This design comes from an exercise in tuning for small area, a short achievable clock period and few clock cycles per item on the open sky130 flow, not from production work. RTL that was checked went through simulation tests only; none was proved equivalent to the original. No functional check of the RTL was part of runs 1 to 6. Power and IR drop assume default switching activity.

$ cat flow/config.mk
export PLATFORM = sky130hd
export DESIGN_NAME = sort_top
export DESIGN_NICKNAME = sort_top
export VERILOG_FILES = /design/flow/design.v
export SDC_FILE = /design/flow/constraint.sdc
export NUM_CORES = 4
export LEC_CHECK = 0
export CAP_MARGIN = 20
export CORE_MARGIN = 2
export CORE_UTILIZATION = 55
export CTS_BUF_LIST = sky130_fd_sc_hd__clkbuf_8
export PLACE_DENSITY = 0.65
export SETUP_SLACK_MARGIN = 3.6
export SLEW_MARGIN = 20
$ cat flow/constraint.sdc
create_clock -name core_clock -period 6.5 [get_ports {t_clk}]
set_input_delay 1.3000 -clock core_clock [delete_from_list [all_inputs] [get_ports {t_clk}]]
set_output_delay 1.3000 -clock core_clock [all_outputs]
set_load 0.01 [all_outputs]
$ cat flow/design.v
`timescale 1ns / 1ps
module sort_top ( t_go, t_rst, t_clk, t_n, t_wr_en, t_wr_addr, t_wr_data, t_sorted_data, t_done);
input t_go, t_rst, t_clk;
input [5:0] t_n;
input t_wr_en;
input [4:0] t_wr_addr;
input [7:0] t_wr_data;
output [7:0] t_sorted_data;
output t_done;
localparam R = 4;        
localparam C = 8;        
reg [7:0] v [0:R-1][0:C-1];
reg       act_e;         
reg       act_o;         
reg       merge;         
reg       calm1;         
reg       calm2;         
reg [3:0] cnt;           
reg [5:0] left;          
reg [3:0] rl [0:R-1];    
reg [5:0] n_q;           
reg [7:0] out_q;
reg       done_q;
wire idle = ~act_e & ~act_o & ~merge;
function gt8(input [7:0] x, input [7:0] y);
  reg [7:0] g, l;
  reg [3:0] g1, l1;
  reg [1:0] g2, l2;
  integer i;
  begin
    g = x & ~y;
    l = ~x & y;
    for (i = 0; i < 4; i = i + 1) begin
      g1[i] = g[2*i+1] | (~l[2*i+1] & g[2*i]);
      l1[i] = l[2*i+1] | (~g[2*i+1] & l[2*i]);
    end
    for (i = 0; i < 2; i = i + 1) begin
      g2[i] = g1[2*i+1] | (~l1[2*i+1] & g1[2*i]);
      l2[i] = l1[2*i+1] | (~g1[2*i+1] & l1[2*i]);
    end
    gt8 = g2[1] | (~l2[1] & g2[0]);
  end
endfunction
wire [C-2:0] sw [0:R-1];
wire [R-1:0] row_sw;
wire [R-1:0] hv;
wire [R-1:0] win;
genvar r, j, q;
generate
  for (r = 0; r < R; r = r + 1) begin : g_row
    for (j = 0; j < C-1; j = j + 1) begin : g_pair
      wire act = (j % 2 == 1) ? act_o : act_e;
      assign sw[r][j] = act & (n_q > R * (j + 1) + r) & gt8(v[r][j], v[r][j+1]);
    end
    assign row_sw[r] = |sw[r];
    assign hv[r] = (rl[r] != 4'd0);
    wire [R-1:0] beats;
    for (q = 0; q < R; q = q + 1) begin : g_beat
      if (q == r) begin : g_self
        assign beats[q] = 1'b1;
      end else if (q < r) begin : g_lo
        assign beats[q] = ~hv[q] | gt8(v[q][0], v[r][0]);
      end else begin : g_hi
        assign beats[q] = ~hv[q] | ~gt8(v[r][0], v[q][0]);
      end
    end
    assign win[r] = hv[r] & (&beats);
  end
endgenerate
generate
  for (r = 0; r < R; r = r + 1) begin : g_rc
    for (j = 0; j < C; j = j + 1) begin : g_cell
      wire s_wr    = t_wr_en & (t_wr_addr == R * j + r);
      wire s_right = (merge & win[r]) | ((j < C-1) ? sw[r][(j < C-1) ? j : 0] : 1'b0);
      wire s_left  = (j > 0) ? sw[r][(j > 0) ? j-1 : 0] : 1'b0;
      wire s_hold  = ~(s_wr | s_right | s_left);
      wire [7:0] vr = (j < C-1) ? v[r][(j < C-1) ? j+1 : j] : 8'd0;
      wire [7:0] vf = (j > 0) ? v[r][(j > 0) ? j-1 : j] : 8'd0;
      always @(posedge t_clk)
        v[r][j] <= ({8{s_wr}} & t_wr_data) | ({8{s_right}} & vr) | ({8{s_left}} & vf) | ({8{s_hold}} & v[r][j]);
    end
    always @(posedge t_clk) begin
      if (idle)
        rl[r] <= (t_n + (R - 1 - r)) >> 2;
      else if (merge & win[r])
        rl[r] <= rl[r] - 4'd1;
    end
  end
endgenerate
wire [7:0] head_min = ({8{win[0]}} & v[0][0]) | ({8{win[1]}} & v[1][0]) | ({8{win[2]}} & v[2][0]) | ({8{win[3]}} & v[3][0]);
assign t_sorted_data = out_q;
assign t_done = done_q;
always @(posedge t_clk) begin
  n_q <= t_n;
  out_q <= head_min;
  if (t_rst) begin
    act_e <= 1'b0;
    act_o <= 1'b0;
    merge <= 1'b0;
    done_q <= 1'b0;
  end else begin
    done_q <= merge;
    if (idle) begin
      act_e <= t_go;
      cnt <= (t_n + 6'd3) >> 2;
      left <= t_n;
      calm1 <= 1'b0;
      calm2 <= 1'b0;
    end else if (act_e | act_o) begin
      calm1 <= ~(|row_sw);
      calm2 <= calm1;
      if (cnt == 4'd1 || (calm1 && calm2)) begin
        act_e <= 1'b0;
        act_o <= 1'b0;
        merge <= 1'b1;
      end else begin
        act_e <= act_o;
        act_o <= act_e;
        cnt <= cnt - 4'd1;
      end
    end else begin
      if (left == 6'd1) merge <= 1'b0;
      left <= left - 6'd1;
    end
  end
end
endmodule
$ cat flow/flow/run.sh
#!/bin/bash
# The standard layout (standard.sh), except that abc maps the logic with an
# area-oriented script (flow/area.abc) in place of ORFS's speed script. The
# synthesis is otherwise synth_recipe.tcl unchanged, so the registers and their
# names are the standard synthesis's. Each tool's output goes to a log here.
set -euo pipefail
W=$PWD
{
  printf 'proc abc {args} {\n'
  printf '  set i [lsearch -exact $args -script]\n'
  printf '  if {$i >= 0} { lset args [expr {$i + 1}] %s }\n' "$W/flow/area.abc"
  printf '  yosys abc {*}$args\n'
  printf '}\n'
  cat "$W/synth_recipe.tcl"
} > "$W/area_synth.tcl"
sed "s#SYNTH_SCRIPT=[^ ]*synth_recipe.tcl#SYNTH_SCRIPT=$W/area_synth.tcl#" "$W/standard.sh" > "$W/area_standard.sh"
grep -q "SYNTH_SCRIPT=$W/area_synth.tcl" "$W/area_standard.sh"
bash "$W/area_standard.sh" > "$W/make.log" 2>&1
$ cat flow/flow/area.abc
strash
dch
map -a
topo
stime -c
$ cat flow/standard.sh
#!/bin/bash
# synth_recipe.tcl (not shown) runs the flow's synth.tcl, then flattens the netlist and writes it again
# the make line also repeats each setting of config.mk as NAME=value (left out here)
make -C /OpenROAD-flow-scripts/flow DESIGN_CONFIG=/design/flow/config.mk WORK_HOME=/design/flow/orfs CLKGATE_MAP_FILE= SYNTH_SCRIPT=/design/flow/synth_recipe.tcl "${@:-finish}"
==> results_dict.tcl, run 1 <==
set metrics [dict create \
    status "timing/DRC/antenna clean" \
    p_total_uw 10300 \
    post_drt_wl_per_cell_um 22.2 \
    fmax_mhz 346 \
    port_buffers 31 \
    max_slew.worst_pin.slew_ps 1100 \
    synth_area_sq_um 16900 \
    critPathMaxFanout 5 \
    syn-num-nets 2335 \
    routed_wl_mm 64.1 \
    ioPinCount 32 \
    max_stage_delay_ps 590 \
    critPathKind "primary input to register" \
    yosys.area_share.adder_pct 1.04 \
    drcViolationCount 0 \
    fin_nets 2481 \
    ys_warn_count 3 \
    cts-root-buf "clkbuf_8" \
    cts_made_buffers 51 \
    clk_latency_ps 580 \
    drt_iter0_drc 2322 \
    drive_gt1_share_pct 14.0 \
    routabilityCongestion 1.01 \
    clk_pin_slew_worst_paths_ps 60 \
    rsz0062_at_grt "yes" \
    final-setup-viol-count 0 \
    post-route-period-util_pct 44.5 \
    slowest_stage "clkdlybuf4s50_1" \
    yosysUniqueCellTypes 38 \
    syn_area_per_cell_sq_um 7.36 \
    powerDensity_nw_per_um2 509 \
    yosys.area_share.simple_pct 18.2 \
    grt_pass1_vias 17400 \
    power_leakage_uw 0.00704 \
    synthCells 2298 \
    place.detailed.hpwl_mm 45.2 \
    synth-xor-area-share_pct 0.466 \
    overflow 0 \
    crit_required_ps 6940 \
    crit_family "buffers and inverters" \
    maxSlewHeadroom_pct 26.8 \
    ant_nets 0 \
    tns_ps 0 \
    cts_tree "done" \
    cp-start-kind "primary input" \
    peakVddDrop_v 0.000297 \
    clock_path_buffers 3 \
    grt_max_degree 36 \
    synth_compound_area_share_pct 34.7 \
    via_count 19400 \
    grt_pass1_wl_mm 98.1 \
    fin_crit_ps 2890 \
    area_growth_pct 19.4 \
    critPathMostFrequentCell "clkinv_1" \
    synth_top_family_by_area "compound AO/OA/AOI/OAI gates" \
    min_from "v[7][7]$_DFF_P_" \
    start_util_pct 55.6 \
    synth_seq_area_share_pct 37.4 \
    drv_cap 0 \
    dieArea_sq_um 32200 \
    clock_skew_ps 17.6 \
    endpoint_kind "register" \
    die_y_um 179 \
    crit_chain "clkdlybuf4s50_1, clkinv_1, nor2_4, clkinv_1, nor2_1, clkinv_1, nor2_4, nor3_2, clkinv_1, o221ai_1" \
    rows 64 \
    first_pass_iters 6 \
    startpoint "t_wr_addr[0]" \
    cts_sinks 302 \
    die_x_um 179 \
    report.final.slew_viol_count 0 \
    core_area_sq_um 30400 \
    muxShareOfSynthArea_pct 0 \
    hold_viol 0 \
    routed_via_density 6.74 \
    hp-class "register to register" \
    h-tree-depth 2 \
    crit_arrival_ps 3340 \
    ys_ff_latch 302 \
    timing.rr.start "act_o$_SDFFE_PP0P_" \
    antenna_found_initial 2 \
    critPathBufInv 5 \
    track_usage_pct 38.9 \
]
==> cell families (layout without fill, tap and decap cells) <==
logic type | after synthesis | after routing
buf+inv | 371 | 557
other cells | 0 | 2
xor+xnor | 9 | 9
simple gates | 771 | 771
compound gates | 831 | 831
flops | 302 | 302
fa+ha+maj | 14 | 14
==> worst paths after layout <==
check        cells past startpoint  slack, ps               end
min reg2reg                      2        480   v[7][7]$_DFF_P_
max reg2reg                      6       3640   v[4][7]$_DFF_P_
min                              2        480   v[7][7]$_DFF_P_
max                             10       3610  v[28][6]$_DFF_P_
==> cell usage in the layout, fill, tap and decap left out, drive strengths merged, types with 8 or more instances in the layout <==
| master | Yosys | final |
|---|---|---|
| a21oi | 114 | 114 |
| o2111ai | 36 | 36 |
| clkbuf | 0 | 63 |
| o211ai | 68 | 68 |
| clkdlybuf4s50 | 0 | 31 |
| nor2 | 267 | 267 |
| ha | 14 | 14 |
| o31ai | 8 | 8 |
| a211oi | 8 | 8 |
| nand3 | 70 | 70 |
| nor3 | 50 | 50 |
| buf | 0 | 62 |
| inv | 0 | 40 |
| nand2 | 373 | 373 |
| edfxtp | 28 | 28 |
| clkinv | 371 | 351 |
| a31oi | 29 | 29 |
| a221oi | 14 | 14 |
| dfxtp | 274 | 274 |
| a22oi | 150 | 150 |
| o221ai | 187 | 187 |
| o22ai | 63 | 63 |
| o21ai | 126 | 126 |
==> area by class of cell <==
| cell class | instances | area, sq um |
|---|---|---|
| fill | 2684 | 10200 |
| multi-input combinational | 1625 | 9950 |
| sequential | 302 | 6380 |
| inverter | 371 | 1480 |
| clock buffer | 63 | 867 |
| timing repair buffer | 93 | 806 |
| tap | 396 | 495 |
| clock inverter | 30 | 201 |
| antenna | 2 | 5.00 |
==> metal layers <==
| metal | part of all wire (%) | GRT usage [%] | wire [um] | up-vias |
|---|---|---|---|---|
| met1 | 41 | 53.9 | 26600 | 9213 |
| li1 | - | - | - | 8894 |
| met3 | 11 | 9.20 | 7350 | 195 |
| met5 | 0.025 | 0 | 16 | - |
| met4 | 4.0 | 15.7 | 2580 | 2 |
| met2 | 43 | 58.1 | 27600 | 1113 |
==> synth_stat cells <==
cell / instances / area share (%)
nand2_1: 373 / 8.3
clkinv_1: 371 / 8.2
dfxtp_1: 274 / 32
nor2_1: 267 / 5.9
o221ai_1: 187 / 9.7
a22oi_1: 150 / 6.7
o21ai_0: 126 / 3.7
a21oi_1: 114 / 3.4
nand3_1: 70 / 2.1
o211ai_1: 68 / 3.0
o22ai_1: 63 / 2.3
nor3_1: 50 / 1.5
o2111ai_1: 36 / 1.9
a31oi_1: 29 / 1.1
edfxtp_1: 28 / 5.0
a221oi_1: 14 / 0.73
ha_1: 14 / 1.0
a211oi_1: 8 / 0.36
o31ai_1: 8 / 0.36
nor4_1: 6 / 0.22
xor2_1: 5 / 0.26
a311oi_1: 4 / 0.21
o311ai_0: 4 / 0.21
xnor2_1: 4 / 0.21
a32oi_1: 3 / 0.16
o41ai_1: 3 / 0.16
nand4_1: 2 / 0.074
o211a_1: 2 / 0.12
o21a_1: 2 / 0.089
o21bai_1: 2 / 0.089
o221a_2: 2 / 0.13
o32ai_1: 2 / 0.10
or2_2: 2 / 0.074
a2111oi_0: 1 / 0.052
a311o_2: 1 / 0.067
a41oi_1: 1 / 0.052
nand3b_1: 1 / 0.044
o31a_2: 1 / 0.059
==> repair_timing <==
action / in CTS / in global routing
hold buffers: 0 / 0
endpoints found under the setup margin: 273 / 262
setup buffers: 12 / 38
gates resized for setup: 146 / 138
gates cloned: 0 / 1
pin swaps: 9 / 24
==> worst reg2reg max path, stage by stage, from the launching register on <==
cell	delay, ps
dfxtp_1	690
clkinv_1	410
nor2_1	680
o32ai_1	270
buf_4	240
nand3b_1	290
o221ai_1	160
==> state kept, by name, indices dropped and copies added, names as in the netlist, 4 cells and up <==
signal / cells
cnt: 4
left: 6
v: 256
n_q: 6
out_q: 8
rl: 16
==> through the flow <==
stage | worst slack, ps | hold WS (ps) | utilization [%] | cell area [sq um] | instances
global placement | 2380 | 457 | 58.6 | 17800 | 2736
global route | 3490 | 499 | 66.3 | 20200 | 2880
finish | 3610 | 477 | 66.3 | 20200 | 2882
CTS | 3560 | 480 | 63.9 | 19500 | 2841
detailed placement | 2270 | 464 | 58.6 | 17800 | 2736
floorplan | 3610 | 443 | - | 16900 | 2298
==> report_power, final <==
| group | internal (uW) | switching (uW) | total (uW) |
|---|---|---|---|
| clock network | 992 | 814 | 1810 |
| logic | 1780 | 3030 | 4810 |
| registers | 2710 | 953 | 3670 |
==> run 2: changes to the inputs <==
--- a/flow/design.v
+++ b/flow/design.v
@@ -22,5 +22,5 @@
 reg [7:0] out_q;
 reg       done_q;
-wire idle = ~act_e & ~act_o & ~merge;
+reg       idle;          
 function gt8(input [7:0] x, input [7:0] y);
   reg [7:0] g, l;
@@ -98,4 +98,5 @@
     act_o <= 1'b0;
     merge <= 1'b0;
+    idle <= 1'b1;
     done_q <= 1'b0;
   end else begin
@@ -103,4 +104,5 @@
     if (idle) begin
       act_e <= t_go;
+      idle <= ~t_go;
       cnt <= (t_n + 6'd3) >> 2;
       left <= t_n;
@@ -120,5 +122,8 @@
       end
     end else begin
-      if (left == 6'd1) merge <= 1'b0;
+      if (left == 6'd1) begin
+        merge <= 1'b0;
+        idle <= 1'b1;
+      end
       left <= left - 6'd1;
     end
--- a/flow/config.mk
+++ b/flow/config.mk
@@ -11,4 +11,4 @@
 export CTS_BUF_LIST = sky130_fd_sc_hd__clkbuf_8
 export PLACE_DENSITY = 0.65
-export SETUP_SLACK_MARGIN = 3.6
+export SETUP_SLACK_MARGIN = 3.3
 export SLEW_MARGIN = 20
==> results_dict.tcl, run 2 <==
set metrics [dict create \
    cp-start-kind "register" \
    peakVddDrop_v 0.000253 \
    ioPinCount 32 \
    first_pass_iters 6 \
    synthFlopType "dfxtp_1" \
    fillers 2760 \
    synth_edf_count 28 \
    maxSlewHeadroom_pct 39.8 \
    crit_family "compound AO/OA/AOI/OAI gates" \
    seq_power_share_pct 36.7 \
    crit_chain "clkinv_2, a221oi_1, nor4_2, a2111oi_2, o21a_1, nand3_2, nor2_1, buf_4, clkinv_1, nand2_1" \
    routed_wl_mm 59.6 \
    critPathKind "register to register" \
    clock_skew_ps 41.6 \
    top_register "v" \
    fin_nets 2426 \
    drcViolationCount 0 \
    grt_pass1_wl_mm 91.7 \
    synth-async-reset-ratio_pct 0 \
    place.detailed.hpwl_mm 43.2 \
    synth_seq_area_share_pct 37.6 \
    synth.largest_area_cell "dfxtp_1" \
    p_clk_share_pct 18.2 \
    swShare_pct 45.8 \
    h-tree-depth 2 \
    routed_via_density 6.56 \
    power_switching_uw 4430 \
    regArea_sq_um 6350 \
    endpoint_kind "register" \
    die_x_um 179 \
    max_slew.worst_pin.slew_ps 898 \
    ys_ff_latch 303 \
    area_growth_pct 15.3 \
    max_stage_delay_ps 500 \
    tns_ps 0 \
    reg.largest.list "v x256, rl x16, out_q x8" \
    hold_viol 0 \
    routabilityCongestion 0.980 \
    antenna_found_initial 2 \
    wl_met3_mm 5.19 \
    drv_cap 0 \
    crit_required_ps 6760 \
    core_area_sq_um 30400 \
    rows 64 \
    wl_met1_mm 25.2 \
    fin_crit_ps 3280 \
    post-route-period-util_pct 50.4 \
    hold_buffers 0 \
    clock_path_buffers 3 \
    drive_gt1_share_pct 8.84 \
    start_util_pct 55.5 \
    rsz0062_at_grt "yes" \
    grt_max_degree 39 \
    yosysTopAreaCellShare_pct 32.6 \
    synth_commonest_cells "clkinv_1, nand2_1, nor2_1" \
    cts_tree "done" \
    largest_register_ffs 256 \
    p_total_uw 9670 \
    power_leakage_uw 0.00678 \
    layout_common_cells "clkinv_1, nand2_1, dfxtp_1, nor2_1, o221ai_1" \
    track_usage_pct 36.2 \
    crit_arrival_ps 3540 \
    port_buffers 31 \
    met2_length_mm 26.4 \
    fmax_mhz 305 \
    grt_pass1_vias 16600 \
    slowest_stage "dfxtp_1" \
    clk_pin_slew_worst_paths_ps 60 \
    final-setup-viol-count 0 \
    p_int_uw 5240 \
    ys_warn_count 3 \
    final_common_cell "clkinv_1" \
    yosysUniqueCellTypes 38 \
    powerDensity_nw_per_um2 496 \
    syn-num-nets 2302 \
    synth_area_sq_um 16900 \
    yosysMostFrequentCell "clkinv_1" \
    comb_power_share_pct 45.1 \
    critPathMaxFanout 11 \
    post_drt_wl_per_cell_um 21.0 \
    routed.top_layer "met5" \
    synthTopCellsByArea "dfxtp_1, o221ai_1, clkinv_1, a22oi_1, nand2_1" \
    die_y_um 179 \
    critPathBufInv 3 \
    multi_input_area_sq_um 9560 \
    syn_area_per_cell_sq_um 7.46 \
    overflow 0 \
    clk_latency_ps 610 \
    ant_nets 0 \
    report.final.slew_viol_count 0 \
    cts_sinks 303 \
    via_count 18600 \
    cts_made_buffers 53 \
    drt_iter0_drc 2303 \
    synthCells 2265 \
    dieArea_sq_um 32100 \
    cts-root-buf "clkbuf_8" \
    hp-class "register to register" \
    status "timing/DRC/antenna clean" \
]
[run 2: power groups by stage]
stage	clock (uW)	combinational, uW	sequential, uW
after global routing	1870	4840	3640
after CTS	1780	4180	3500
after detailed placement	0	4090	3530
after global placement	0	3980	3510
after floorplan	0	3060	3280
final	1760	4360	3550
[run 2: area by class of cell]
type	instances	area share [%]
Timing Repair Buffer	68	3.08
Tap cell	396	2.54
Sequential cell	303	32.6
Clock buffer	69	4.87
Inverter	366	7.21
Antenna cell	4	0.0514
Clock inverter	29	0.629
Multi-Input combinational cell	1597	49.0
[run 2: kinds of logic (layout without fill, tap and decap cells)]
family / after synthesis / count (layout) / share of synthesized area [%]
other: 0 / 4 / 0
AO/OA/AOI/OAI: 857 / 857 / 35.8
XOR/XNOR: 12 / 12 / 0.622
flip-flops: 303 / 303 / 37.6
AND/OR/NAND/NOR: 713 / 714 / 16.8
buffers and inverters: 366 / 532 / 8.13
adder cells (fa/ha/maj): 14 / 14 / 1.04
[run 2: worst min-delay path: cells and delay by family, from the launching register on]
kind	cells	cell delay [ps]
DFF	1	330
and+or+nand+nor	1	60
AOI/OAI and AO/OA	1	60
[run 2: per-stage QoR]
stage                     setup slack [ps]  cell area (sq um)  hold WS, ps  util [%]  cells
after CTS                             3260              19100          483      62.8   2812
after floorplan                       3670              16900          444         -   2265
final                                 3220              19500          486      64.1   2832
after global routing                  3130              19500          500      64.0   2828
after detailed placement              2180              17800          469      58.5   2704
after global placement                2090              17800          459      58.5   2704
[run 2: per-layer routing]
| metal | vias up | track usage (%) |
|---|---|---|
| met2 | 839 | 57.0 |
| met1 | 8774 | 48.7 |
| met4 | 2 | 15.7 |
| met3 | 188 | 6.45 |
| li1 | 8784 | - |
| met5 | - | 0 |
[run 2: timing repair]
action / in CTS / in global routing
gates resized for setup: 55 / 62
gates cloned: 0 / 1
buffers inserted: 10 / 15
hold endpoints to repair: 0 / 0
endpoints found under the setup margin: 273 / 257
pin swaps: 2 / 3
[run 2: path summary, 6_finish.rpt]
check | start | end | slack [ps] | depth (start not counted)
max | v[24][3]$_DFF_P_ | rl[2][0]$_DFFE_PP_ | 3220 | 10
min | v[6][6]$_DFF_P_ | v[6][6]$_DFF_P_ | 490 | 2
max reg2reg | v[24][3]$_DFF_P_ | rl[2][0]$_DFFE_PP_ | 3220 | 10
min reg2reg | v[6][6]$_DFF_P_ | v[6][6]$_DFF_P_ | 490 | 2
==> run 3: changes to the inputs <==
--- a/flow/design.v
+++ b/flow/design.v
@@ -8,6 +8,6 @@
 output [7:0] t_sorted_data;
 output t_done;
-localparam R = 4;        
-localparam C = 8;        
+localparam R = 2;        
+localparam C = 16;       
 reg [7:0] v [0:R-1][0:C-1];
 reg       act_e;         
@@ -16,7 +16,7 @@
 reg       calm1;         
 reg       calm2;         
-reg [3:0] cnt;           
+reg [4:0] cnt;           
 reg [5:0] left;          
-reg [3:0] rl [0:R-1];    
+reg [4:0] rl [0:R-1];    
 reg [5:0] n_q;           
 reg [7:0] out_q;
@@ -54,5 +54,5 @@
     end
     assign row_sw[r] = |sw[r];
-    assign hv[r] = (rl[r] != 4'd0);
+    assign hv[r] = (rl[r] != 5'd0);
     wire [R-1:0] beats;
     for (q = 0; q < R; q = q + 1) begin : g_beat
@@ -82,11 +82,11 @@
     always @(posedge t_clk) begin
       if (idle)
-        rl[r] <= (t_n + (R - 1 - r)) >> 2;
+        rl[r] <= (t_n + (R - 1 - r)) >> 1;
       else if (merge & win[r])
-        rl[r] <= rl[r] - 4'd1;
+        rl[r] <= rl[r] - 5'd1;
     end
   end
 endgenerate
-wire [7:0] head_min = ({8{win[0]}} & v[0][0]) | ({8{win[1]}} & v[1][0]) | ({8{win[2]}} & v[2][0]) | ({8{win[3]}} & v[3][0]);
+wire [7:0] head_min = ({8{win[0]}} & v[0][0]) | ({8{win[1]}} & v[1][0]);
 assign t_sorted_data = out_q;
 assign t_done = done_q;
@@ -105,5 +105,5 @@
       act_e <= t_go;
       idle <= ~t_go;
-      cnt <= (t_n + 6'd3) >> 2;
+      cnt <= (t_n + 6'd1) >> 1;
       left <= t_n;
       calm1 <= 1'b0;
@@ -112,5 +112,5 @@
       calm1 <= ~(|row_sw);
       calm2 <= calm1;
-      if (cnt == 4'd1 || (calm1 && calm2)) begin
+      if (cnt == 5'd1 || (calm1 && calm2)) begin
         act_e <= 1'b0;
         act_o <= 1'b0;
@@ -119,5 +119,5 @@
         act_e <= act_o;
         act_o <= act_e;
-        cnt <= cnt - 4'd1;
+        cnt <= cnt - 5'd1;
       end
     end else begin
--- a/flow/config.mk
+++ b/flow/config.mk
@@ -8,7 +8,6 @@
 export CAP_MARGIN = 20
 export CORE_MARGIN = 2
-export CORE_UTILIZATION = 55
-export CTS_BUF_LIST = sky130_fd_sc_hd__clkbuf_8
-export PLACE_DENSITY = 0.65
-export SETUP_SLACK_MARGIN = 3.3
+export CORE_UTILIZATION = 40
+export PLACE_DENSITY = 0.5
+export SETUP_SLACK_MARGIN = 4.0
 export SLEW_MARGIN = 20
==> results_dict.tcl, run 3 <==
set metrics [dict create \
    critPathBufInv 1 \
    crit_required_ps 5200 \
    grt_pass1_vias 17600 \
    drt_iter0_drc 1735 \
    track_usage_pct 28.8 \
    ant_nets 0 \
    yosysMostFrequentCell "nand2_1" \
    slowest_stage "dfxtp_1" \
    synthCells 2442 \
    fin_nets 2643 \
    routed_via_density 5.92 \
    gr-usage-met1_pct 41.3 \
    cts_sinks 298 \
    synth_area_sq_um 16800 \
    crit_chain "dlygate4sd2_1" \
    start_util_pct 40.3 \
    port_buffers 31 \
    report.final.slew_viol_count 0 \
    status "timing/DRC/antenna clean" \
    synth_edf_count 23 \
    crit_arrival_ps 1160 \
    grt_max_degree 30 \
    area_growth_pct 24.7 \
    synthTopCellsByArea "dfxtp_1, nand2_1, clkinv_1, o2111ai_1, o221ai_1" \
    gr-usage-met2_pct 45.0 \
    power_leakage_uw 0.00743 \
    largest_register_ffs 256 \
    synth-async-reset-ratio_pct 0 \
    cts_tree "done" \
    clk_pin_slew_worst_paths_ps 60 \
    tns_ps 0 \
    hold_viol 0 \
    first_pass_iters 6 \
    clock_path_buffers 3 \
    syn-num-nets 2474 \
    ioPinCount 32 \
    overflow 0 \
    dieArea_sq_um 43700 \
    synth_seq_area_share_pct 36.8 \
    peakVddDrop_v 0.000267 \
    yosysTopAreaCellShare_pct 32.7 \
    hp-class "register to register" \
    maxSlewHeadroom_pct 29.0 \
    powerDensity_nw_per_um2 466 \
    max_slew.worst_pin.slew_ps 1070 \
    syn_area_per_cell_sq_um 6.89 \
    rsz0062_at_grt "yes" \
    die_x_um 209 \
    post-route-period-util_pct 37.9 \
    reg.largest.list "v x256, rl x10, out_q x8" \
    routed_wl_mm 63.9 \
    ys_warn_count 3 \
    synthFlopType "dfxtp_1" \
    ys_ff_latch 298 \
    critPathMaxFanout 1 \
    fin_util_pct 50.3 \
    grt-busiest-layer "met2" \
    final-setup-viol-count 0 \
    drv_cap 0 \
    rows 75 \
    place.detailed.hpwl_mm 45.9 \
    crit_family "flip-flops" \
    fin_crit_ps 2460 \
    top_register "v" \
    h-tree-depth 2 \
    core_area_sq_um 41800 \
    via_count 18800 \
    use_met3_pct 3.29 \
    post-place-ws_ps 2730 \
    drive_gt1_share_pct 17.2 \
    worst_slack_ps 4040 \
    antenna_cells 0 \
    antenna_found_initial 0 \
    drcViolationCount 0 \
    grt_pass1_wl_mm 101 \
    clk_latency_ps 550 \
    yosysUniqueCellTypes 28 \
    post_drt_wl_per_cell_um 20.1 \
    layout_common_cells "nand2_1, clkinv_1, dfxtp_1, nor2_1, o2111ai_1" \
    endpoint_kind "output port" \
    clock_skew_ps 15.5 \
    fmax_mhz 406 \
    die_y_um 209 \
    routabilityCongestion 0.875 \
    final_common_cell "nand2_1" \
    critPathKind "register to output port" \
    cts_made_buffers 39 \
    max_stage_delay_ps 340 \
    cp-start-kind "register" \
    cts-root-buf "clkbuf_16" \
    synth_commonest_cells "nand2_1, clkinv_1, dfxtp_1" \
    synth.largest_area_cell "dfxtp_1" \
]
[run 3: routing by layer]
metal	vias up	part of all wire [%]
li1	9156	-
met1	8959	47
met2	597	44
met3	105	5.8
met4	0	2.7
met5	-	0
[run 3: path summary, 6_finish.rpt]
kind | from | end | slack [ps] | cells past startpoint
min | v[31][5]$_DFF_P_ | v[31][5]$_DFF_P_ | 480 | 2
max reg2reg | v[30][2]$_DFF_P_ | calm1$_SDFFCE_PP0P_ | 4040 | 8
min reg2reg | v[31][5]$_DFF_P_ | v[31][5]$_DFF_P_ | 480 | 2
max | out_q[7]$_DFF_P_ | t_sorted_data[7] | 4040 | 1
[run 3: kinds of logic (layout without fill, tap and decap cells)]
| logic type | after synthesis | after routing | share of synthesized area, % |
|---|---|---|---|
| DFF | 298 | 298 | 36.8 |
| buffers and inverters | 377 | 573 | 8.41 |
| xor gates and xnor gates | 8 | 8 | 0.416 |
| AOI/OAI and AO/OA | 705 | 705 | 29.6 |
| adders and majority gates | 9 | 9 | 0.669 |
| and+or+nand+nor | 1045 | 1045 | 24.1 |
[run 3: timing repair]
action	4_1_cts	5_1_grt
pin swaps	27	29
resized for setup	192	198
setup endpoints to repair	288	261
hold buffers	0	0
buffers inserted	32	56
cloned	0	2
[run 3: layout make-up]
type	instances	area (sq um)
inverter	377	1570
tap	539	674
multi-input combinational	1767	10100
sequential	298	6260
fill	4275	20800
clock inverter	10	100
timing repair buffer	128	1100
clock buffer	58	1200
[run 3: through the flow]
step           total power, uW  hold slack, ps  cells  instance area, sq um
2_1_floorplan             5900             444   2442                 16900
3_3_place_gp              7140             458   3019                 17900
3_5_place_dp              7170             458   3019                 17900
4_1_cts                   9530             474   3119                 20000
5_1_grt                  10500             515   3177                 21000
6_report                  9790             477   3177                 21000
[run 3: worst reg2reg max path, cell delays in order, from the launching register on]
cell	delay, ps
dfxtp_1	400
clkinv_1	240
o221ai_1	270
o221ai_1	150
o2111ai_1	100
nand2_1	70
nand2_1	220
nand4_1	360
nor4_4	430
[run 3: power breakdown]
group          leakage, uW  internal (uW)  switching [uW]  total [uW]
Combinational      0.00425           1560            2520        4080
Clock             0.000643           1350             857        2200
Sequential         0.00253           2600             909        3500
==> run 4: changes to the inputs <==
--- a/flow/design.v
+++ b/flow/design.v
@@ -46,4 +46,12 @@
 wire [R-1:0] hv;
 wire [R-1:0] win;
+reg          b_lt;
+assign win[0] = hv[0] & (~hv[1] | ~b_lt);
+assign win[1] = hv[1] & (~hv[0] | b_lt);
+wire [R-1:0] adv;
+assign adv[0] = (merge & win[0]) | sw[0][0];
+assign adv[1] = (merge & win[1]) | sw[1][0];
+wire b_lt_next = adv[0] ? (adv[1] ? gt8(v[0][1], v[1][1]) : gt8(v[0][1], v[1][0]))
+                        : (adv[1] ? gt8(v[0][0], v[1][1]) : gt8(v[0][0], v[1][0]));
 genvar r, j, q;
 generate
@@ -55,15 +63,4 @@
     assign row_sw[r] = |sw[r];
     assign hv[r] = (rl[r] != 5'd0);
-    wire [R-1:0] beats;
-    for (q = 0; q < R; q = q + 1) begin : g_beat
-      if (q == r) begin : g_self
-        assign beats[q] = 1'b1;
-      end else if (q < r) begin : g_lo
-        assign beats[q] = ~hv[q] | gt8(v[q][0], v[r][0]);
-      end else begin : g_hi
-        assign beats[q] = ~hv[q] | ~gt8(v[r][0], v[q][0]);
-      end
-    end
-    assign win[r] = hv[r] & (&beats);
   end
 endgenerate
@@ -94,4 +91,5 @@
   n_q <= t_n;
   out_q <= head_min;
+  b_lt <= b_lt_next;
   if (t_rst) begin
     act_e <= 1'b0;
==> results_dict.tcl, run 4 <==
set metrics [dict create \
    status "timing/DRC/antenna clean" \
    core_area_sq_um 42000 \
    grt_max_degree 30 \
    cts_made_buffers 39 \
    grt_pass1_wl_mm 105 \
    track_usage_pct 30.3 \
    post-place-ws_ps 2880 \
    report.final.slew_viol_count 0 \
    max_slew.worst_pin.slew_ps 887 \
    overflow 0 \
    synth_seq_area_share_pct 36.4 \
    powerDensity_nw_per_um2 489 \
    max_stage_delay_ps 320 \
    muxShareOfSynthArea_pct 0 \
    cts_tree "done" \
    dieArea_sq_um 44300 \
    h-tree-depth 2 \
    drv_cap 0 \
    critPathKind "register to output port" \
    synth_edf_count 23 \
    hp-class "register to register" \
    routed_via_density 6.13 \
    ys_ff_latch 299 \
    yosysMostFrequentCell "nand2_1" \
    synth-async-reset-ratio_pct 0 \
    ys_warn_count 3 \
    power_leakage_uw 0.00750 \
    routabilityCongestion 0.887 \
    first_pass_iters 6 \
    rows 75 \
    drt_iter0_drc 1776 \
    synth.largest_area_cell "dfxtp_1" \
    via_count 19300 \
    yosysUniqueCellTypes 32 \
    seq_power_share_pct 34.3 \
    power_switching_uw 4780 \
    swShare_pct 45.5 \
    synthFlopType "dfxtp_1" \
    comb_power_share_pct 44.8 \
    antenna_cells 0 \
    yosys.area_share.adder_pct 0.660 \
    place.detailed.hpwl_mm 48.0 \
    synth_top_family_by_area "compound AO/OA/AOI/OAI gates" \
    synth_area_sq_um 17100 \
    crit_family "flip-flops" \
    largest_register_ffs 256 \
    endpoint_kind "output port" \
    grt_pass1_vias 18300 \
    cts-root-buf "clkbuf_16" \
    fin_util_pct 51.1 \
    clk_latency_ps 560 \
    clk_pin_slew_worst_paths_ps 60 \
    critPathMaxFanout 1 \
    synthTopCellsByArea "dfxtp_1, nand2_1, clkinv_1, a22oi_1, o221ai_1" \
    fin_nets 2610 \
    critPathBufInv 1 \
    p_clk_share_pct 20.9 \
    top_register "v" \
    p_int_uw 5720 \
    hold_buffers 0 \
    crit_required_ps 5200 \
    synth-xor-area-share_pct 0.359 \
    post_drt_wl_per_cell_um 21.4 \
    synth_commonest_cells "nand2_1, clkinv_1, dfxtp_1" \
    peakVddDrop_v 0.000246 \
    ioPinCount 32 \
    die_x_um 211 \
    syn-num-nets 2425 \
    fmax_mhz 409 \
    drcViolationCount 0 \
    start_util_pct 40.6 \
    dp.cells 2974 \
    post-route-period-util_pct 37.6 \
    area_growth_pct 26.0 \
    p_total_uw 10500 \
    final-setup-viol-count 0 \
    tns_ps 0 \
    slowest_stage "dfxtp_1" \
    layoutNonFillerInstCount 3146 \
    syn_area_per_cell_sq_um 7.13 \
    die_y_um 211 \
    rsz0062_at_grt "yes" \
    layout_common_cells "nand2_1, clkinv_1, dfxtp_1, a22oi_1, nor2_1" \
    yosys.area_share.simple_pct 20.5 \
    crit_arrival_ps 1140 \
    crit_chain "dlygate4sd2_1" \
    port_buffers 31 \
    synth_compound_area_share_pct 33.6 \
    hold_viol 0 \
    worst_slack_ps 4060 \
    yosysTopAreaCellShare_pct 32.4 \
    cts_sinks 299 \
    ant_nets 0 \
    fin_crit_ps 2440 \
    antenna_found_initial 0 \
    final_common_cell "nand2_1" \
    clock_skew_ps 14.0 \
    cp-start-kind "register" \
    clock_path_buffers 3 \
    synthCells 2393 \
    routed_wl_mm 67.4 \
    regToRegSetupSlack_ps 4100 \
    drive_gt1_share_pct 19.2 \
    maxSlewHeadroom_pct 40.9 \
    reg.largest.list "v x256, rl x10, out_q x8" \
]
-- run 4: metal layers --
metal  global-route usage, %  up-vias  routed length [um]
met2                    49.5      680               31300
met5                       0        -                   0
met4                    12.3        0                2480
met1                    40.2     9249               29200
li1                        -     9202                   -
met3                    4.38      149                4380
-- run 4: kinds of logic (layout without fill, tap and decap cells) --
| family | count (synthesis) | in the layout |
|---|---|---|
| simple gates | 886 | 888 |
| compound gates | 808 | 808 |
| buf+inv | 384 | 596 |
| flops | 299 | 299 |
| fa+ha+maj | 9 | 9 |
| xor+xnor | 7 | 7 |
-- run 4: layout make-up --
class / instances / area [sq um]
clock buffer: 59 / 1150
clock inverter: 11 / 114
fill: 4183 / 20500
inverter: 384 / 1620
multi-input combinational: 1712 / 10400
sequential: 299 / 6270
tap: 539 / 674
timing repair buffer: 140 / 1200
timing repair inverter: 2 / 13.8
-- run 4: repair_timing --
action	4_1_cts	5_1_grt
setup buffers	60	38
endpoints found under the hold margin	0	0
cloned	4	0
pin swaps	40	19
resized for setup	252	146
endpoints found under the setup margin	283	264
-- run 4: worst paths after layout --
path                    start                   to  depth (start not counted)
max reg2reg  v[28][2]$_DFF_P_  calm1$_SDFFCE_PP0P_                         10
max          out_q[2]$_DFF_P_     t_sorted_data[2]                          1
min           v[9][3]$_DFF_P_      v[9][3]$_DFF_P_                          2
min reg2reg   v[9][3]$_DFF_P_      v[9][3]$_DFF_P_                          2
-- run 4: per-stage QoR --
step	instance area, sq um	hold slack (ps)
2_1_floorplan	17200	422
3_3_place_gp	18200	446
3_5_place_dp	18200	451
4_1_cts	20900	467
5_1_grt	21500	487
6_report	21500	468
-- run 4: power groups by stage --
stage | combinational (uW) | sequential (uW) | clock, uW
5_1_grt | 5260 | 3710 | 2290
4_1_cts | 4470 | 3540 | 2220
3_5_place_dp | 4230 | 3560 | 0
3_3_place_gp | 4160 | 3560 | 0
6_report | 4710 | 3600 | 2190
2_1_floorplan | 3130 | 3270 | 0
==> run 5: changes to the inputs <==
--- a/flow/config.mk
+++ b/flow/config.mk
@@ -10,4 +10,4 @@
 export CORE_UTILIZATION = 40
 export PLACE_DENSITY = 0.5
-export SETUP_SLACK_MARGIN = 4.0
+export SETUP_SLACK_MARGIN = 3.6
 export SLEW_MARGIN = 20
==> results_dict.tcl, run 5 <==
set metrics [dict create \
    status "timing/DRC/antenna clean" \
    fmax_mhz 358 \
    first_pass_iters 6 \
    synthFlopType "dfxtp_1" \
    post_drt_wl_per_cell_um 20.9 \
    core_area_sq_um 42000 \
    yosysTopAreaCellShare_pct 32.4 \
    yosysMostFrequentCell "nand2_1" \
    max_slew.worst_pin.slew_ps 952 \
    drcViolationCount 0 \
    grt_pass1_vias 17400 \
    gr-usage-met2_pct 46.7 \
    synth_area_sq_um 17100 \
    ys_ff_latch 299 \
    cts_tree "done" \
    post-route-period-util_pct 43.0 \
    max_stage_delay_ps 530 \
    post-place-ws_ps 2440 \
    syn-num-nets 2425 \
    syn_area_per_cell_sq_um 7.13 \
    drt_iter0_drc 1599 \
    grt_max_degree 30 \
    fillers 4284 \
    gr-usage-met1_pct 38.1 \
    regArea_sq_um 6220 \
    grt_pass1_wl_mm 100 \
    synth_edf_count 23 \
    cts-root-buf "clkbuf_16" \
    use_met3_pct 5.07 \
    h-tree-depth 2 \
    place.detailed.hpwl_mm 46.5 \
    ioPinCount 32 \
    cts_made_buffers 39 \
    final-setup-viol-count 0 \
    dieArea_sq_um 44300 \
    synth.largest_area_cell "dfxtp_1" \
    maxSlewHeadroom_pct 36.4 \
    synth_seq_area_share_pct 36.4 \
    final_common_cell "nand2_1" \
    reg.largest.list "v x256, rl x10, out_q x8" \
    slowest_stage "clkdlybuf4s50_1" \
    critPathKind "primary input to register" \
    tns_ps 0 \
    start_util_pct 40.6 \
    area_growth_pct 19.1 \
    peakVddDrop_v 0.000271 \
    drive_gt1_share_pct 10.4 \
    cp-start-kind "primary input" \
    power_leakage_uw 0.00694 \
    clock_path_buffers 3 \
    layoutNonFillerInstCount 3089 \
    track_usage_pct 28.8 \
    multi_input_area_sq_um 9960 \
    crit_required_ps 6940 \
    routed_via_density 5.99 \
    clk_latency_ps 570 \
    worst_slack_ps 3710 \
    hold_viol 0 \
    synth-async-reset-ratio_pct 0 \
    yosysUniqueCellTypes 32 \
    hp-class "register to register" \
    synthCells 2393 \
    fin_crit_ps 2790 \
    via_count 18500 \
    antenna_cells 0 \
    overflow 0 \
    ant_nets 0 \
    routed_wl_mm 64.6 \
    critPathMaxFanout 15 \
    routabilityCongestion 0.890 \
    rsz0062_at_grt "yes" \
    hold_buffers 0 \
    synth_commonest_cells "nand2_1, clkinv_1, dfxtp_1" \
    drv_cap 0 \
    endpoint_kind "register" \
    ys_warn_count 3 \
    report.final.slew_viol_count 0 \
    largest_register_ffs 256 \
    antenna_found_initial 1 \
    clock_skew_ps 27.4 \
    die_x_um 211 \
    crit_chain "clkdlybuf4s50_1, clkinv_1, nor2_1, clkinv_4, nor2_2, nor3_4, nand2_1, o211ai_1" \
    grt-busiest-layer "met2" \
    die_y_um 211 \
    fin_nets 2552 \
    synthTopCellsByArea "dfxtp_1, nand2_1, clkinv_1, a22oi_1, o221ai_1" \
    top_register "v" \
    rows 75 \
    dp.cells 2974 \
    powerDensity_nw_per_um2 500 \
    layout_common_cells "nand2_1, clkinv_1, dfxtp_1, nor2_1, a22oi_1" \
    fin_util_pct 48.3 \
    port_buffers 31 \
    crit_arrival_ps 3230 \
    cts_sinks 299 \
    clk_pin_slew_worst_paths_ps 50 \
]
## run 5: layout make-up
class	count	share of cell area, %
multi-input combinational	1710	49.0
timing repair buffer	86	3.42
sequential	299	30.6
inverter	384	7.30
tap	539	3.32
clock buffer	66	6.05
clock inverter	5	0.246
## run 5: what timing repair did
action	4_1_cts	5_1_grt
resized for setup	110	71
setup endpoints to repair	255	255
pin swaps	2	23
buffers inserted	1	43
## run 5: path summary, 6_finish.rpt
path | depth (start not counted) | start | slack [ps] | end
worst max-delay path | 8 | t_wr_en | 3710 | v[17][2]$_DFF_P_
worst min-delay path | 2 | v[9][3]$_DFF_P_ | 460 | v[9][3]$_DFF_P_
worst max register to register | 9 | n_q[5]$_DFF_P_ | 3730 | calm1$_SDFFCE_PP0P_
worst min register to register | 2 | v[9][3]$_DFF_P_ | 460 | v[9][3]$_DFF_P_
## run 5: kinds of logic after synthesis
group	Yosys count	synth area share, %
AO/OA/AOI/OAI	808	33.6
XOR/XNOR	7	0.359
adder cells (fa/ha/maj)	9	0.660
buffers and inverters	384	8.45
flip-flops	299	36.4
AND/OR/NAND/NOR	886	20.5
## run 5: where the power goes
group / switching [uW] / total, uW / internal [uW]
logic: 2760 / 4410 / 1640
registers: 951 / 3570 / 2620
clock network: 864 / 2190 / 1320
total: 4580 / 10200 / 5580
## run 5: per-stage QoR
stage | hold WS [ps] | total power, uW | instance area, sq um
floorplan | 422 | 6390 | 17100
global placement | 445 | 7700 | 18100
detailed placement | 451 | 7760 | 18100
CTS | 465 | 10000 | 19800
global route | 481 | 10900 | 20300
finish | 464 | 10200 | 20300
## run 5: critical path, delay by kind of cell
| family | cells | cell delay, ps |
|---|---|---|
| buffers and inverters | 3 | 930 |
| AND/OR/NAND/NOR | 4 | 900 |
| AO/OA/AOI/OAI | 1 | 70 |
## run 5: metal layers
layer / vias to the layer above / wire (um)
met1: 8730 / 28100
met2: 573 / 29900
li1: 9068 / -
met4: 0 / 2450
met3: 136 / 4150
met5: - / 0
==> run 6: changes to the inputs <==
==> flow/flow/run.sh (replaced) <==
#!/bin/bash
# The standard layout (standard.sh), except that abc maps the logic with an
# area-oriented script (flow/area.abc) in place of ORFS's speed script, and
# that the make variables listed in flow/make_args.txt (one per line) are
# added to ORFS's make command line. The synthesis is otherwise
# synth_recipe.tcl unchanged, so the registers and their names are the
# standard synthesis's. Each tool's output goes to a log here.
set -euo pipefail
W=$PWD
{
  printf 'proc abc {args} {\n'
  printf '  set i [lsearch -exact $args -script]\n'
  printf '  if {$i >= 0} { lset args [expr {$i + 1}] %s }\n' "$W/flow/area.abc"
  printf '  yosys abc {*}$args\n'
  printf '}\n'
  cat "$W/synth_recipe.tcl"
} > "$W/area_synth.tcl"
EXTRA=""
if [[ -f "$W/flow/make_args.txt" ]]; then
  while IFS= read -r line; do
    [[ -n "$line" ]] && EXTRA+=" '$line'"
  done < "$W/flow/make_args.txt"
fi
sed -e "s#SYNTH_SCRIPT=[^ ]*synth_recipe.tcl#SYNTH_SCRIPT=$W/area_synth.tcl#" \
    -e "s#^make -C \([^ ]*\) #make -C \1$EXTRA #" "$W/standard.sh" > "$W/area_standard.sh"
grep -q "SYNTH_SCRIPT=$W/area_synth.tcl" "$W/area_standard.sh"
bash "$W/area_standard.sh" > "$W/make.log" 2>&1
==> flow/flow/make_args.txt (new file) <==
MATCH_CELL_FOOTPRINT=0
BUFFER_PORTS_ARGS=-buffer_cell sky130_fd_sc_hd__buf_2
--- a/flow/config.mk
+++ b/flow/config.mk
@@ -10,4 +10,4 @@
 export CORE_UTILIZATION = 40
 export PLACE_DENSITY = 0.5
-export SETUP_SLACK_MARGIN = 3.6
+export SETUP_SLACK_MARGIN = 4.0
 export SLEW_MARGIN = 20
==> results_dict.tcl, run 6 <==
set metrics [dict create \
    status "timing/DRC/antenna clean" \
    rsz0062_at_grt "yes" \
    fillers 4178 \
    timing.rr.start "n_q[2]$_DFF_P_" \
    reg.largest.list "v x256, rl x10, out_q x8" \
    cp-start-kind "primary input" \
    antenna_found_initial 1 \
    peakVddDrop_v 0.000288 \
    grt_max_degree 30 \
    crit_arrival_ps 3020 \
    regToRegSetupSlack_ps 3990 \
    area_growth_pct 23.1 \
    track_usage_pct 30.1 \
    seq_power_share_pct 34.6 \
    hold_depth 2 \
    synth_commonest_cells "nand2_1, clkinv_1, dfxtp_1" \
    endpoint "v[0][1]$_DFF_P_" \
    via_count 19100 \
    p_int_uw 5660 \
    hold_viol 0 \
    crit_required_ps 6980 \
    drt_iter0_drc 1682 \
    critPathMaxFanout 29 \
    fin_crit_ps 2540 \
    clk_latency_ps 560 \
    core_area_sq_um 42000 \
    power_switching_uw 4750 \
    ys_ff_latch 299 \
    rows 75 \
    clock_skew_ps 14.9 \
    critPathKind "primary input to register" \
    crit_chain "buf_2, clkinv_1, o221ai_1" \
    yosysTopAreaCellShare_pct 32.4 \
    cts_tree "done" \
    start_util_pct 40.6 \
    dieArea_sq_um 44300 \
    synthCells 2393 \
    ant_nets 0 \
    place.detailed.hpwl_mm 48.5 \
    power_leakage_uw 0.00726 \
    rr_worst_depth 11 \
    syn_area_per_cell_sq_um 7.13 \
    drv_cap 0 \
    routed_wl_mm 67.6 \
    final_common_cell "nand2_1" \
    tns_ps 0 \
    swShare_pct 45.6 \
    routabilityCongestion 0.881 \
    overflow 0 \
    synthTopCellsByArea "dfxtp_1, nand2_1, clkinv_1, a22oi_1, o221ai_1" \
    fmax_mhz 394 \
    layout_common_cells "nand2_1, clkinv_1, dfxtp_1, nor2_1, a22oi_1" \
    largest_register_ffs 256 \
    synthFlopType "dfxtp_1" \
    syn-num-nets 2425 \
    ioPinCount 32 \
    max_slew.worst_pin.slew_ps 1030 \
    h-tree-depth 2 \
    port_buffers 31 \
    hold_buffers 0 \
    post-route-period-util_pct 39.1 \
    dp.cells 2973 \
    top_register "v" \
    synth.largest_area_cell "dfxtp_1" \
    hp-class "register to register" \
    routed_via_density 6.11 \
    comb_power_share_pct 45.1 \
    layoutNonFillerInstCount 3134 \
    startpoint "t_wr_data[1]" \
    slowest_stage "buf_2" \
    final-setup-viol-count 0 \
    post_drt_wl_per_cell_um 21.6 \
    synth_edf_count 23 \
    max_stage_delay_ps 750 \
    report.final.slew_viol_count 0 \
    drcViolationCount 0 \
    ys_warn_count 3 \
    synth_seq_area_share_pct 36.4 \
    clock_path_buffers 3 \
    drive_gt1_share_pct 15.9 \
    worstReg2RegEnd "v[6][5]$_DFF_P_" \
    grt_pass1_vias 17900 \
    die_x_um 211 \
    yosysMostFrequentCell "nand2_1" \
    fin_nets 2600 \
    cts_made_buffers 38 \
    cts-root-buf "clkbuf_16" \
    p_clk_share_pct 20.3 \
    grt_pass1_wl_mm 105 \
    die_y_um 211 \
    endpoint_kind "register" \
    cts_sinks 299 \
    clk_pin_slew_worst_paths_ps 60 \
    antenna_cells 0 \
    maxSlewHeadroom_pct 31.6 \
    yosysUniqueCellTypes 32 \
    first_pass_iters 5 \
    synth-async-reset-ratio_pct 0 \
    synth_area_sq_um 17100 \
    powerDensity_nw_per_um2 496 \
]
[run 6: cell count changes in the layout (fill, tap and decap cells not counted), sizes merged, moves of 3 or more]
| cell | previous run | this run |
|---|---|---|
| clkdlybuf4s50 | 23 | 0 |
| clkbuf | 66 | 63 |
| buf | 63 | 134 |
| inv | 19 | 45 |
| clkinv | 366 | 319 |
| clkinvlp | 2 | 25 |
[run 6: critical path: cells and delay by family]
kind,cells,cell delay (ps)
AO/OA/AOI/OAI,1,330
buffers and inverters,2,1350
[run 6: power groups by stage]
stage | logic [uW] | registers [uW] | clock network (uW)
floorplan | 3130 | 3270 | 0
CTS | 4480 | 3550 | 2160
global route | 5260 | 3700 | 2220
global placement | 4150 | 3580 | 0
detailed placement | 4210 | 3580 | 0
finish | 4700 | 3610 | 2110
[run 6: final cells by class]
class | count | area (sq um) | area share, %
inverter | 384 | 1530 | 7.29
clock inverter | 4 | 16.3 | 0.0774
sequential | 299 | 6230 | 29.7
timing repair buffer | 134 | 1040 | 4.93
multi-input combinational | 1710 | 10300 | 49.0
clock buffer | 63 | 1210 | 5.75
timing repair inverter | 1 | 7.51 | 0.0357
tap | 539 | 674 | 3.21
[run 6: cell families after synthesis]
family          share of synthesized area [%]
simple gates                             20.5
buf+inv                                  8.45
flops                                    36.4
fa+ha+maj                               0.660
compound gates                           33.6
xor+xnor                                0.359
[run 6: metal layers]
| metal | GRT usage (%) | vias up | wire length [um] |
|---|---|---|---|
| met3 | 4.65 | 148 | 4050 |
| met1 | 39.8 | 9182 | 29700 |
| met5 | 0 | - | 9 |
| li1 | - | 9161 | - |
| met4 | 10.9 | 2 | 2610 |
| met2 | 49.7 | 641 | 31300 |
[run 6: repair_timing]
| item | 4_1_cts | 5_1_grt |
|---|---|---|
| pin swaps | 15 | 21 |
| gates cloned | 1 | 0 |
| gates resized for setup | 151 | 98 |
| setup buffers | 45 | 48 |
| setup endpoints to repair | 268 | 254 |
[run 6: worst min-delay path by stage]
stage | from | endpoint
after CTS | v[9][3]$_DFF_P_ | v[9][3]$_DFF_P_
after detailed placement | v[9][0]$_DFF_P_ | v[9][0]$_DFF_P_
after global routing | merge$_SDFFE_PP0P_ | done_q$_SDFF_PP0_
after floorplan | merge$_SDFFE_PP0P_ | done_q$_SDFF_PP0_
final | merge$_SDFFE_PP0P_ | done_q$_SDFF_PP0_
after global placement | v[30][3]$_DFF_P_ | v[30][3]$_DFF_P_
[run 6: through the flow]
step	total power, uW	area, sq um	hold WS [ps]	utilization [%]	worst slack, ps
after floorplan	6400	17200	422	-	3850
after global placement	7730	18100	448	43.1	2930
after detailed placement	7780	18100	455	43.1	2940
after CTS	10200	20300	473	48.3	3970
after global routing	11200	21000	505	50.0	3870
final	10400	21000	463	50.0	3960
==> run 7: changes to the inputs <==
--- a/flow/design.v
+++ b/flow/design.v
@@ -17,5 +17,4 @@
 reg       calm2;         
 reg [4:0] cnt;           
-reg [5:0] left;          
 reg [4:0] rl [0:R-1];    
 reg [5:0] n_q;           
@@ -104,5 +103,4 @@
       idle <= ~t_go;
       cnt <= (t_n + 6'd1) >> 1;
-      left <= t_n;
       calm1 <= 1'b0;
       calm2 <= 1'b0;
@@ -120,9 +118,8 @@
       end
     end else begin
-      if (left == 6'd1) begin
+      if ((rl[0] == 5'd1 && rl[1] == 5'd0) || (rl[0] == 5'd0 && rl[1] == 5'd1)) begin
         merge <= 1'b0;
         idle <= 1'b1;
       end
-      left <= left - 6'd1;
     end
   end
==> flow/flow/make_args.txt (replaced) <==
MATCH_CELL_FOOTPRINT=0
BUFFER_PORTS_ARGS=-buffer_cell sky130_fd_sc_hd__buf_4
==> results_dict.tcl, run 7 <==
set metrics [dict create \
    peakVddDrop_v 0.000216 \
    h-tree-depth 2 \
    overflow 0 \
    critPathMostFrequentCell "nor2_4" \
    routabilityCongestion 0.889 \
    yosys.area_share.simple_pct 20.2 \
    fmax_mhz 400 \
    hold_depth 2 \
    synthFlopType "dfxtp_1" \
    rows 74 \
    synth_compound_area_share_pct 34.1 \
    cts-root-buf "clkbuf_16" \
    rsz0062_at_grt "yes" \
    hold_viol 0 \
    synth-xor-area-share_pct 0.472 \
    synthCells 2366 \
    via_count 18500 \
    clk_latency_ps 550 \
    syn_area_per_cell_sq_um 7.06 \
    ioPinCount 32 \
    hp-class "register to register" \
    largest_register_ffs 256 \
    synth.largest_area_cell "dfxtp_1" \
    layout_common_cells "nand2_1, clkinv_1, dfxtp_1, nor2_1, a22oi_1" \
    final_common_cell "nand2_1" \
    start_util_pct 40.7 \
    report.final.slew_viol_count 0 \
    drive_gt1_share_pct 15.5 \
    track_usage_pct 29.0 \
    cts_sinks 293 \
    post_drt_wl_per_cell_um 20.9 \
    yosysUniqueCellTypes 29 \
    synth_top_family_by_area "compound AO/OA/AOI/OAI gates" \
    ys_ff_latch 293 \
    grt_pass1_vias 17100 \
    maxSlewHeadroom_pct 39.5 \
    synthTopCellsByArea "dfxtp_1, nand2_1, clkinv_1, o221ai_1, a22oi_1" \
    status "timing/DRC/antenna clean" \
    synth-async-reset-ratio_pct 0 \
    cp.depth 9 \
    antenna_cells 0 \
    cp-start-kind "register" \
    synth_commonest_cells "nand2_1, clkinv_1, dfxtp_1" \
    final-setup-viol-count 0 \
    ant_nets 0 \
    critPathBufInv 2 \
    critPathKind "register to register" \
    endpoint_kind "register" \
    yosysTopAreaCellShare_pct 33.1 \
    die_x_um 208 \
    crit_family "simple AND/OR/NAND/NOR gates" \
    powerDensity_nw_per_um2 496 \
    synth_seq_area_share_pct 36.1 \
    crit_arrival_ps 2880 \
    crit_chain "nor2_4, inv_2, nor2_4, a21oi_1, nand2_2, clkinvlp_4, nor4_4, nand4_1, nor4_1" \
    place.detailed.hpwl_mm 46.3 \
    drt_iter0_drc 1720 \
    routed_wl_mm 64.4 \
    die_y_um 208 \
    slowest_stage "nor4_4" \
    final_area_sq_um 20400 \
    hold_buffers 0 \
    crit_required_ps 6880 \
    critPathMaxFanout 6 \
    post-route-period-util_pct 38.4 \
    grt_max_degree 30 \
    tns_ps 0 \
    first_pass_iters 6 \
    top_register "v" \
    ys_warn_count 3 \
    muxShareOfSynthArea_pct 0 \
    power_leakage_uw 0.00699 \
    drcViolationCount 0 \
    antenna_found_initial 0 \
    rr_worst_depth 9 \
    synth_edf_count 17 \
    fin_nets 2555 \
    yosysMostFrequentCell "nand2_1" \
    dieArea_sq_um 43400 \
    dpl_cell_area_sq_um 17800 \
    cts_tree "done" \
    area_growth_pct 22.2 \
    yosys.area_share.adder_pct 0.674 \
    max_slew.worst_pin.slew_ps 900 \
    finalHoldWorstSlack_ps 472 \
    clk_pin_slew_worst_paths_ps 60 \
    drv_cap 0 \
    max_stage_delay_ps 470 \
    reg.largest.list "v x256, rl x10, out_q x8" \
    synth_area_sq_um 16700 \
    routed_via_density 6.02 \
    syn-num-nets 2398 \
    core_area_sq_um 41000 \
    grt_pass1_wl_mm 100 \
    fin_crit_ps 2500 \
    port_buffers 31 \
    cts_made_buffers 36 \
    clock_path_buffers 3 \
    clock_skew_ps 17.5 \
]
run 7: changes by cell type after synthesis, sizes merged, moves of 5 or more:
cell    change
o21ai      +32
a21oi      +20
o211ai     -14
a22oi      -13
nor2       -12
clkinv     -10
nand2       -7
edfxtp      -6
o221ai      +5
o31ai       -5
run 7: logic make-up after synthesis:
kind of cell | Yosys count
buffers and inverters | 374
DFF | 293
and+or+nand+nor | 858
AOI/OAI and AO/OA | 823
adders and majority gates | 9
xor gates and xnor gates | 9
run 7: final cells by class:
type	count	area, sq um
sequential	293	6060
clock buffer	57	1060
multi-input combinational	1699	10100
inverter	374	1510
timing repair inverter	1	5.00
fill	4122	20600
tap	532	666
timing repair buffer	118	1000
run 7: per-stage QoR:
| stage | util [%] | total power [uW] | std cells | setup WS [ps] |
|---|---|---|---|---|
| 2_1_floorplan | - | 6380 | 2366 | 3840 |
| 3_3_place_gp | 43.3 | 7690 | 2933 | 2910 |
| 3_5_place_dp | 43.3 | 7750 | 2933 | 2790 |
| 4_1_cts | 47.6 | 9860 | 3018 | 3990 |
| 5_1_grt | 49.8 | 10900 | 3074 | 3860 |
| 6_report | 49.8 | 10100 | 3074 | 4000 |
run 7: worst register-to-register path: cells and delay by family, from the launching register on:
kind | cells | cell delay (ps)
AND/OR/NAND/NOR | 6 | 1470
AO/OA/AOI/OAI | 1 | 190
flip-flops | 1 | 360
buffers and inverters | 2 | 300
run 7: per-layer routing:
layer,vias up,share of wire [%],GRT usage (%)
met5,-,0,0
met4,0,3.2,9.40
met3,130,6.1,4.29
met2,600,43,44.4
met1,8765,47,41.7
li1,9016,-,-
run 7: worst paths after layout:
| path | start | to | slack (ps) |
|---|---|---|---|
| max reg2reg | n_q[5]$_DFF_P_ | calm1$_SDFFCE_PP0P_ | 4000 |
| max | n_q[5]$_DFF_P_ | calm1$_SDFFCE_PP0P_ | 4000 |
| min reg2reg | v[16][3]$_DFF_P_ | v[16][3]$_DFF_P_ | 470 |
| min | v[16][3]$_DFF_P_ | v[16][3]$_DFF_P_ | 470 |
run 7: repair_timing:
action,CTS,global route
pin swaps,12,32
cloned,0,1
buffers inserted,28,55
setup endpoints to repair,268,259
resized for setup,140,120
run 7: report_power, final:
group | internal (uW) | switching, uW | total, uW
combinational | 1780 | 2840 | 4620
sequential | 2600 | 995 | 3600
clock | 1110 | 797 | 1900
Testbench counts of run 7, summed over its fixed seeds: cycles 4,189, items 1,645.
==> run 8: changes to the inputs <==
==> flow/flow/make_args.txt (replaced) <==
MATCH_CELL_FOOTPRINT=0
==> results_dict.tcl, run 8 <==
set metrics [dict create \
    endpoint_kind "register" \
    cp.depth 3 \
    syn_area_per_cell_sq_um 7.06 \
    critPathMaxFanout 28 \
    slowest_stage "buf_2" \
    rr_worst_depth 10 \
    overflow 0 \
    first_pass_iters 7 \
    ant_nets 0 \
    final-setup-viol-count 0 \
    antenna_cells 0 \
    synthCells 2366 \
    drt_iter0_drc 1488 \
    area_growth_pct 25.1 \
    drcViolationCount 0 \
    powerDensity_nw_per_um2 496 \
    largest_register_ffs 256 \
    timing.rr.start "v[28][2]$_DFF_P_" \
    start_util_pct 40.7 \
    yosysMostFrequentCell "nand2_1" \
    max_slew.worst_pin.slew_ps 993 \
    die_y_um 208 \
    top_register "v" \
    rows 74 \
    p_total_uw 10400 \
    reg.largest.list "v x256, rl x10, out_q x8" \
    cts_tree "done" \
    synth.largest_area_cell "dfxtp_1" \
    yosysTopAreaCellShare_pct 33.1 \
    power_leakage_uw 0.00734 \
    routabilityCongestion 0.871 \
    cp-start-kind "primary input" \
    endpoint "v[0][3]$_DFF_P_" \
    core_area_sq_um 41000 \
    die_x_um 208 \
    worst_slack_ps 4010 \
    final_common_cell "nand2_1" \
    synth_edf_count 17 \
    dieArea_sq_um 43400 \
    layout_common_cells "nand2_1, clkinv_1, dfxtp_1, nor2_1, a22oi_1" \
    crit_arrival_ps 2950 \
    syn-num-nets 2398 \
    cts_sinks 293 \
    synth-async-reset-ratio_pct 0 \
    peakVddDrop_v 0.000256 \
    rsz0062_at_grt "yes" \
    crit_family "buffers and inverters" \
    port_buffers 31 \
    post-route-period-util_pct 38.3 \
    post_drt_wl_per_cell_um 20.8 \
    hold_viol 0 \
    max_stage_delay_ps 740 \
    fillers 4148 \
    critPathBufInv 2 \
    clk_pin_slew_worst_paths_ps 60 \
    synthTopCellsByArea "dfxtp_1, nand2_1, clkinv_1, o221ai_1, a22oi_1" \
    tns_ps 0 \
    synth_commonest_cells "nand2_1, clkinv_1, dfxtp_1" \
    clk_latency_ps 570 \
    worstReg2RegEnd "v[29][4]$_DFF_P_" \
    clock_path_buffers 3 \
    crit_chain "buf_2, clkinv_1, o221ai_1" \
    place.detailed.hpwl_mm 46.6 \
    synthFlopType "dfxtp_1" \
    grt_pass1_vias 17300 \
    fmax_mhz 402 \
    drv_cap 0 \
    antenna_found_initial 0 \
    cts-root-buf "clkbuf_16" \
    post-place-ws_ps 2680 \
    crit_required_ps 6960 \
    finalHoldWorstSlack_ps 480 \
    drive_gt1_share_pct 16.7 \
    synth_area_sq_um 16700 \
    h-tree-depth 2 \
    fin_util_pct 51.0 \
    ys_ff_latch 293 \
    grt_pass1_wl_mm 100 \
    synth_seq_area_share_pct 36.1 \
    clock_skew_ps 25.3 \
    via_count 18700 \
    fin_nets 2586 \
    cts_made_buffers 38 \
    status "timing/DRC/antenna clean" \
    ys_warn_count 3 \
    fin_crit_ps 2490 \
    track_usage_pct 29.0 \
    startpoint "t_wr_data[3]" \
    yosysUniqueCellTypes 29 \
    hp-class "register to register" \
    grt_max_degree 30 \
    routed_via_density 6.00 \
    critPathKind "primary input to register" \
    routed_wl_mm 64.8 \
    report.final.slew_viol_count 0 \
    ioPinCount 32 \
    regToRegSetupSlack_ps 4040 \
    maxSlewHeadroom_pct 33.8 \
]
run 8: cell counts after synthesis:
Identical to the previous run, type by type.
run 8: per-layer routing:
metal | up-vias | global-route usage [%] | part of all wire (%)
met5 | - | 0 | 0
met4 | 0 | 8.24 | 2.5
met3 | 107 | 4.54 | 6.5
met2 | 639 | 46.5 | 45
met1 | 8859 | 40.3 | 46
li1 | 9067 | - | -
run 8: area by class of cell:
type,count,area [sq um],share of cell area (%)
clock inverter,11,129,0.616
tap,532,666,3.18
inverter,374,1520,7.26
clock buffer,53,1060,5.06
multi-input combinational,1701,10200,48.7
sequential,293,6070,29.0
timing repair buffer,146,1290,6.17
run 8: worst min-delay path by stage:
stage / from / end / slack [ps] / cells past startpoint
final: v[16][3]$_DFF_P_ / v[16][3]$_DFF_P_ / 480 / 2
after global routing: v[21][3]$_DFF_P_ / v[22][3]$_DFF_P_ / 520 / 2
after CTS: v[16][3]$_DFF_P_ / v[16][3]$_DFF_P_ / 480 / 2
after detailed placement: v[16][3]$_DFF_P_ / v[16][3]$_DFF_P_ / 470 / 2
after global placement: v[16][3]$_DFF_P_ / v[16][3]$_DFF_P_ / 460 / 2
after floorplan: merge$_SDFFE_PP0P_ / done_q$_SDFF_PP0_ / 440 / 2
run 8: report_power, final:
part	total (uW)	internal [uW]	leakage (uW)	switching (uW)
Clock	2080	1250	0.000580	832
Combinational	4690	1800	0.00429	2890
Sequential	3600	2610	0.00247	989
Total	10400	5660	0.00734	4710
run 8: repair_timing:
action                                  4_1_cts  5_1_grt
hold buffers                                  0        0
gates resized for setup                     181      128
buffers inserted                             45       59
pin swaps                                    28       23
cloned                                        2        1
endpoints found under the setup margin      277      266
run 8: kinds of logic (layout without fill, tap and decap cells):
family	after synthesis	count (layout)	synth area share, %
AOI/OAI and AO/OA	823	823	34.1
xor gates and xnor gates	9	9	0.472
adders and majority gates	9	9	0.674
buffers and inverters	374	584	8.40
DFF	293	293	36.1
and+or+nand+nor	858	860	20.2
run 8: worst register-to-register path, stage by stage, from the launching register on:
cell,delay [ps]
dfxtp_1,400
clkinv_1,190
nor3_1,290
a311oi_2,100
o311ai_2,320
nand4_1,220
inv_2,160
buf_4,150
nor3_4,40
buf_4,150
a221o_2,320
run 8: through the flow:
step | cell area (sq um) | std cells
4_1_cts | 20100 | 3050
3_3_place_gp | 17900 | 2939
5_1_grt | 20900 | 3110
2_1_floorplan | 16800 | 2366
3_5_place_dp | 17900 | 2939
6_report | 20900 | 3110

[what the ideal ports hide]
No port has a modelled driver above. Below, the same layouts with a new extraction and two added sets of constraints.
Step 1 (the two cells are an assumption about what drives the block):
set clk [get_ports {t_clk}]
set_driving_cell -lib_cell sky130_fd_sc_hd__clkbuf_16 $clk
set_driving_cell -lib_cell sky130_fd_sc_hd__buf_2 [delete_from_list [all_inputs] $clk]
Step 2 moves the port delays by t, midway between the first and last clock arrival at a register: inputs arrive t later, outputs are due t later. That takes back most of the time a late clock gives input paths.
Three values: no drivers, after step 1, after step 2; two values: the first two.
run | t, ns | setup slack, ns | worst hold slack (ns) | worst setup path at the end | cell pins on the clock port's net
run 1 | 0.625 | 3.609 / 3.632 / 3.007 | 0.477 / 0.477 / 0.477 | input to register | 1
run 2 | 0.641 | 3.225 / 3.225 / 2.742 | 0.486 / 0.486 / 0.486 | input to register | 1
run 3 | 0.605 | 4.037 / 3.979 / 3.482 | 0.477 / 0.477 / 0.477 | input to register | 1
run 4 | 0.611 | 4.056 / 3.999 / 3.516 | 0.468 / 0.468 / 0.468 | input to register | 1
run 5 | 0.611 | 3.706 / 3.726 / 3.118 | 0.464 / 0.464 / 0.464 | input to register | 1
run 6 | 0.617 | 3.959 / 3.991 / 3.379 | 0.463 / 0.463 / 0.463 | input to register | 1
run 7 | 0.606 | 4.001 / 4.001 / 3.526 | 0.472 / 0.472 / 0.472 | input to register | 1
run 8 | 0.613 | 4.013 / 4.043 / 3.434 | 0.480 / 0.480 / 0.480 | input to register | 1
After both steps every run listed still meets setup and hold. The setup slack of run 1, which loses most, moves by +0.023 ns with the drivers and by -0.602 ns with both steps.
